What follows belongs to an exercise in optimizing a design on an open flow for small area, a short achievable clock period and few clock cycles per item; a production flow would make more cautious choices. RTL that was checked went through simulation tests only; none was proved equivalent to the original.

==> cedar <==
Design FFT_Top, start of the top module:
module FFT_Top(iRSTn,
               iCLK,
               iStart_INT,
               iCLR,
               iWR_EN,
               iWR_ADDR,
               iWR_DATA,
               oREADY,
               oEN,
               oDATA_re,
               oDATA_im);
    input               iRSTn;
    input               iCLK;
    input               iStart_INT;
    input               iCLR;
    input               iWR_EN;
    input   [3:0]       iWR_ADDR;
    input   [31:0]      iWR_DATA;
    output              oREADY;
    output              oEN;
    output  [15:0]      oDATA_re;
    output  [15:0]      oDATA_im;
    reg                 fresh;       
    reg     [3:0]       nf;          
    reg     [3:0]       fi;          
    reg     [15:0]      asg;         
    reg     [63:0]      wmap;        
    reg     [63:0]      rmap;        
    wire    [3:0]       ws;
    reg                 ir_we, ir_st;
    reg     [3:0]       ir_a;
    reg     [31:0]      ir_d;
    always @(posedge iCLK or negedge iRSTn)
    begin
        if (~iRSTn) begin
            ir_we <= 1'b0;
            ir_st <= 1'b0;
        end
        else begin
            ir_we <= iWR_EN;
            ir_st <= iStart_INT & ~iCLR;
        end
    end
    reg                 ir_rew;
    reg     [3:0]       ir_wm;
    wire                byp   = ir_we && (ir_a == iWR_ADDR);
    always @(posedge iCLK)
    begin
        ir_a   <= iWR_ADDR;
  ...
==> module SDF_S3, before the edit <==
module SDF_S3(clk, rstn, clr, x, xv, xi, y, yv, yi);
    input               clk, rstn, clr;
    input   [31:0]      x;
    input               xv;
    input   [3:0]       xi;
    output  [31:0]      y;
    output              yv;
    output  [3:0]       yi;
    wire    [2:0]       tv;
    wire    [11:0]      ti;
    TAGD #(.N(3)) U_TAG(.clk(clk), .rstn(rstn), .clr(clr), .iv(xv), .ii(xi), .ov(tv), .oi(ti));
    wire                osel = ti[4*1+1];
    assign yv = tv[2];
    assign yi = ti[11:8];
    reg     [63:0]      sr;
    wire    [31:0]      a = sr[63:32];
    wire    [31:0]      top;
    BFTOP U_TOP(.a(a), .b(x), .y(top));
    wire    [16:0]      dr, di;
    BFSUB U_SUB(.a(a), .b(x), .rot(xi[0]), .dr(dr), .di(di));
    reg     [16:0]      d1r, d1i;
    always @(posedge clk)
    begin
        d1r <= dr;
        d1i <= di;
    end
    wire    [17:0]      mr, mi;
    R511 U_MR(.d(d1r), .r(mr));
    R511 U_MI(.d(d1i), .r(mi));
    reg     [17:0]      m2r, m2i;
    always @(posedge clk)
    begin
        m2r <= mr;
        m2i <= mi;
    end
    wire    [31:0]      bot;
    SAT18 U_CR(.s(m2r), .y(bot[31:16]));
    SAT18 U_CI(.s(m2i), .y(bot[15:0]));
    always @(posedge clk)
        sr <= {sr[31:0], x};
    reg     [31:0]      yr;
    always @(posedge clk)
        yr <= osel ? bot : top;
    assign y = yr;
endmodule
Settings: LEC_CHECK=0, CAP_MARGIN=20, CORE_MARGIN=2, CORE_UTILIZATION=40, CTS_CLUSTER_DIAMETER=140, CTS_CLUSTER_SIZE=20, PLACE_DENSITY=0.6, SLEW_MARGIN=20; clock period 10.0 ns.
standard.sh (not shown) runs the stock make flow with config.mk's settings and CLKGATE_MAP_FILE= SYNTH_SCRIPT=/design/flow/synth_recipe.tcl, a recipe that flattens the netlist after the stock synthesis.
==> flow/flow/run.sh <==
#!/bin/bash
set -euo pipefail
bash standard.sh SETUP_SLACK_MARGIN=6.4 TNS_END_PERCENT=100 finish > orfs_make.log 2>&1
==> zinc (differences from cedar) <==
--- a/flow/design.v
+++ b/flow/design.v
@@ -1266,4 +1266,5 @@
     reg     [63:0]      sr;
     wire    [31:0]      a = sr[63:32];
+    wire                bf = xv & xi[1];
     wire    [31:0]      top;
     BFTOP U_TOP(.a(a), .b(x), .y(top));
@@ -1271,26 +1272,25 @@
     BFSUB U_SUB(.a(a), .b(x), .rot(xi[0]), .dr(dr), .di(di));
     reg     [16:0]      d1r, d1i;
+    reg                 b1;
     always @(posedge clk)
     begin
         d1r <= dr;
         d1i <= di;
+        b1  <= bf;
     end
     wire    [17:0]      mr, mi;
     R511 U_MR(.d(d1r), .r(mr));
     R511 U_MI(.d(d1i), .r(mi));
-    reg     [17:0]      m2r, m2i;
+    wire    [31:0]      bot;
+    SAT18 U_CR(.s(mr), .y(bot[31:16]));
+    SAT18 U_CI(.s(mi), .y(bot[15:0]));
     always @(posedge clk)
     begin
-        m2r <= mr;
-        m2i <= mi;
+        sr[31:0]  <= x;
+        sr[63:32] <= b1 ? bot : sr[31:0];
     end
-    wire    [31:0]      bot;
-    SAT18 U_CR(.s(m2r), .y(bot[31:16]));
-    SAT18 U_CI(.s(m2i), .y(bot[15:0]));
-    always @(posedge clk)
-        sr <= {sr[31:0], x};
     reg     [31:0]      yr;
     always @(posedge clk)
-        yr <= osel ? bot : top;
+        yr <= osel ? a : top;
     assign y = yr;
 endmodule
==> flow/flow/run.sh (replaced) <==
#!/bin/bash
set -euo pipefail
bash standard.sh SETUP_SLACK_MARGIN=6.5 TNS_END_PERCENT=100 finish > orfs_make.log 2>&1
- CTS_CLUSTER_DIAMETER: 140 -> default
- CTS_CLUSTER_SIZE: 20 -> default
==> flow_summary.json <==
{
  "outcome": "complete, no violations",
  "multi_input_area_sq_um": 48200
}
The numbers above come from zinc.

==> flow_summary.json <==
{
  "outcome": "complete, no violations",
  "hold_viol": 0,
  "synth-edff-count": 576,
  "cp-endpoint": "U_S3.yr[26]$_DFF_P_"
}
The numbers above come from cedar.

Testbench counts of cedar, summed over its fixed seeds: cycles 3,360, items 192.
No functional check of the RTL was part of zinc.

---

==> v17 <==
Starting RTL as in the previous note.
export LEC_CHECK = 0
export CAP_MARGIN = 20
export CORE_MARGIN = 2
export CORE_UTILIZATION = 40
export CTS_CLUSTER_DIAMETER = 140
export CTS_CLUSTER_SIZE = 20
export PLACE_DENSITY = 0.6
export SLEW_MARGIN = 20
create_clock -name core_clock -period 10.0 [get_ports {iCLK}]
==> flow/flow/run.sh <==
#!/bin/bash
set -euo pipefail
bash standard.sh SETUP_SLACK_MARGIN=6.6 TNS_END_PERCENT=100 finish > orfs_make.log 2>&1
==> v13 (differences from v17) <==
--- a/flow/design.v
+++ b/flow/design.v
@@ -712,12 +712,19 @@
     begin
         ir_a   <= iWR_ADDR;
         ir_d   <= iWR_DATA;
         ir_rew <= ~iCLR & ~ir_st & (asg[iWR_ADDR] | byp);
         ir_wm  <= byp ? ws : wmap[iWR_ADDR*4 +: 4];
     end
+    reg                 rdy;
+    always @(posedge iCLK or negedge iRSTn)
+    begin
+        if (~iRSTn) rdy <= 1'b0;
+        else        rdy <= 1'b1;
+    end
+    assign oREADY = rdy;
     wire    [3:0]       wm_a  = ir_wm;
     wire                rew   = ir_rew;
     wire    [3:0]       rm_f  = fresh ? fi : rmap[fi*4 +: 4];
     assign              ws    = rew ? wm_a : nf;    
     wire    [3:0]       wm0_n = (ir_we && ir_a == 4'd0) ? ws : wmap[3:0];
     reg     [63:0]      wmap_n;
@@ -786,19 +793,12 @@
         end
         else if (rd_act) begin
             rd_t   <= rd_t + 4'd1;
             if (rd_t == 4'd15) rd_act <= 1'b0;
         end
     end
-    reg                 rdy;
-    always @(posedge iCLK or negedge iRSTn)
-    begin
-        if (~iRSTn) rdy <= 1'b1;
-        else        rdy <= ~(ir_st & rd_act & (rd_t != 4'd15));
-    end
-    assign oREADY = rdy;
     wire    [3:0]       rd_t1 = rd_t + 4'd1;
     wire    [3:0]       rs_n  = ir_st ? wm0_n : rmap[rd_t1*4 +: 4];
     reg     [15:0]      rsh;         
     always @(posedge iCLK)
         rsh <= 16'd1 << rs_n;
     reg     [31:0]      rdat;
@@ -1299,37 +1299,45 @@
     input   [31:0]      x;
     input               xv;
     input   [3:0]       xi;
     output  [31:0]      y;
     output              yv;
     output  [3:0]       yi;
-    wire    [1:0]       tv;
-    wire    [7:0]       ti;
-    TAGD #(.N(2)) U_TAG(.clk(clk), .rstn(rstn), .clr(clr), .iv(xv), .ii(xi), .ov(tv), .oi(ti));
-    wire                osel = ti[4*0+0];
-    assign yv = tv[1];
-    assign yi = ti[7:4];
+    wire    [2:0]       tv;
+    wire    [11:0]      ti;
+    TAGD #(.N(3)) U_TAG(.clk(clk), .rstn(rstn), .clr(clr), .iv(xv), .ii(xi), .ov(tv), .oi(ti));
+    wire                osel = ti[4*1+0];
+    assign yv = tv[2];
+    assign yi = ti[11:8];
     reg     [31:0]      sr;
     wire    [31:0]      a = sr;
     wire    [31:0]      top;
     BFTOP U_TOP(.a(a), .b(x), .y(top));
+    reg     [31:0]      t1;
     wire    [16:0]      dr, di;
     BFSUB U_SUB(.a(a), .b(x), .rot(1'b0), .dr(dr), .di(di));
     reg     [16:0]      d1r, d1i;
     always @(posedge clk)
     begin
+        t1  <= top;
         d1r <= dr;
         d1i <= di;
     end
     wire    [17:0]      mr, mi;
     R511 U_MR(.d(d1r), .r(mr));
     R511 U_MI(.d(d1i), .r(mi));
+    reg     [17:0]      m2r, m2i;
+    always @(posedge clk)
+    begin
+        m2r <= mr;
+        m2i <= mi;
+    end
     wire    [31:0]      bot;
-    SAT18 U_CR(.s(mr), .y(bot[31:16]));
-    SAT18 U_CI(.s(mi), .y(bot[15:0]));
+    SAT18 U_CR(.s(m2r), .y(bot[31:16]));
+    SAT18 U_CI(.s(m2i), .y(bot[15:0]));
     always @(posedge clk)
         sr <= x;
     reg     [31:0]      yr;
     always @(posedge clk)
-        yr <= osel ? bot : top;
+        yr <= osel ? bot : t1;
     assign y = yr;
 endmodule
==> flow/flow/run.sh (replaced) <==
#!/bin/bash
set -euo pipefail
bash standard.sh SETUP_SLACK_MARGIN=7 TNS_END_PERCENT=100 finish > orfs_make.log 2>&1
- CTS_CLUSTER_DIAMETER: 140 -> not set
- CTS_CLUSTER_SIZE: 20 -> not set
==> qor.yml <==
reg2reg_to: "U_S2.sr[112]"
drive_above_1_share: 0.2030
coreArea_mm2: 0.2399
timing.rr.start: "U_S2.c3rs[0]"
r2r_setup_slack_ns: 6.30
r2r_cells: 10
routed_wl_um: 267200
numCtsBuffers: 210
status: "timing/DRC/antenna clean"
wl_met2_um: 127200
yosys_warnings: 14
fin_nets: 10260
vias: 67890
netlist_area_mm2: 0.09625
synth_top_area_share: 0.2920
[end of results for v13]
==> qor.yml <==
netlist_area_mm2: 0.09503
reg2reg_to: "U_S3.yr[25]"
r2r_cells: 13
die_x_um: 491.4
wl_met2_um: 119300
yosys_warnings: 15
coreArea_mm2: 0.2356
timing.rr.start: "U_S2.yr[16]"
r2r_setup_slack_ns: 6.43
topRoutingLayerUsed: "met4"
drive_above_1_share: 0.09782
vias: 64240
routed_wl_um: 247900
inv_count: 662
grtUsageTotal: 0.1983
synth_top_area_share: 0.2812
status: "timing/DRC/antenna clean"
[end of results for v17]
Testbench counts of v17, summed over its fixed seeds: cycles 3,360, items 192.
For v13, only the layout was checked, not whether the RTL still works.

==> re-timing with driven ports <==
Ports are ideal in the flow. The routed layouts listed here were re-timed in OpenROAD. Step 1 (the two cells are an assumption about what drives the block):
set clk [get_ports {iCLK}]
set_driving_cell -lib_cell sky130_fd_sc_hd__clkbuf_16 $clk
set_driving_cell -lib_cell sky130_fd_sc_hd__buf_2 [delete_from_list [all_inputs] $clk]
Step 2 also shifts input and output timing later by t, the mid clock arrival at the registers, as if the neighbouring blocks saw the same clock. a / b / c = no drivers / after step 1 / after step 2; a / b = the first two.
| run | t (ns) | setup slack, ns | worst hold slack (ns) | worst data-port slew with drivers (ns) |
|---|---|---|---|---|
| cedar | 0.859 | 6.298 / 6.298 / 5.710 | 0.292 / 0.292 / 0.292 | 0.16 |
| zinc | 0.935 | 6.400 / 6.367 / 5.852 | 0.294 / 0.294 / 0.294 | 0.14 |
| v17 | 0.860 | 6.427 / 6.380 / 5.839 | 0.272 / 0.272 / 0.272 | 0.17 |
| v13 | 0.966 | 6.296 / 6.296 / 6.166 | 0.246 / 0.246 / 0.246 | 0.05 |
After both steps setup and hold are still met in every run listed.
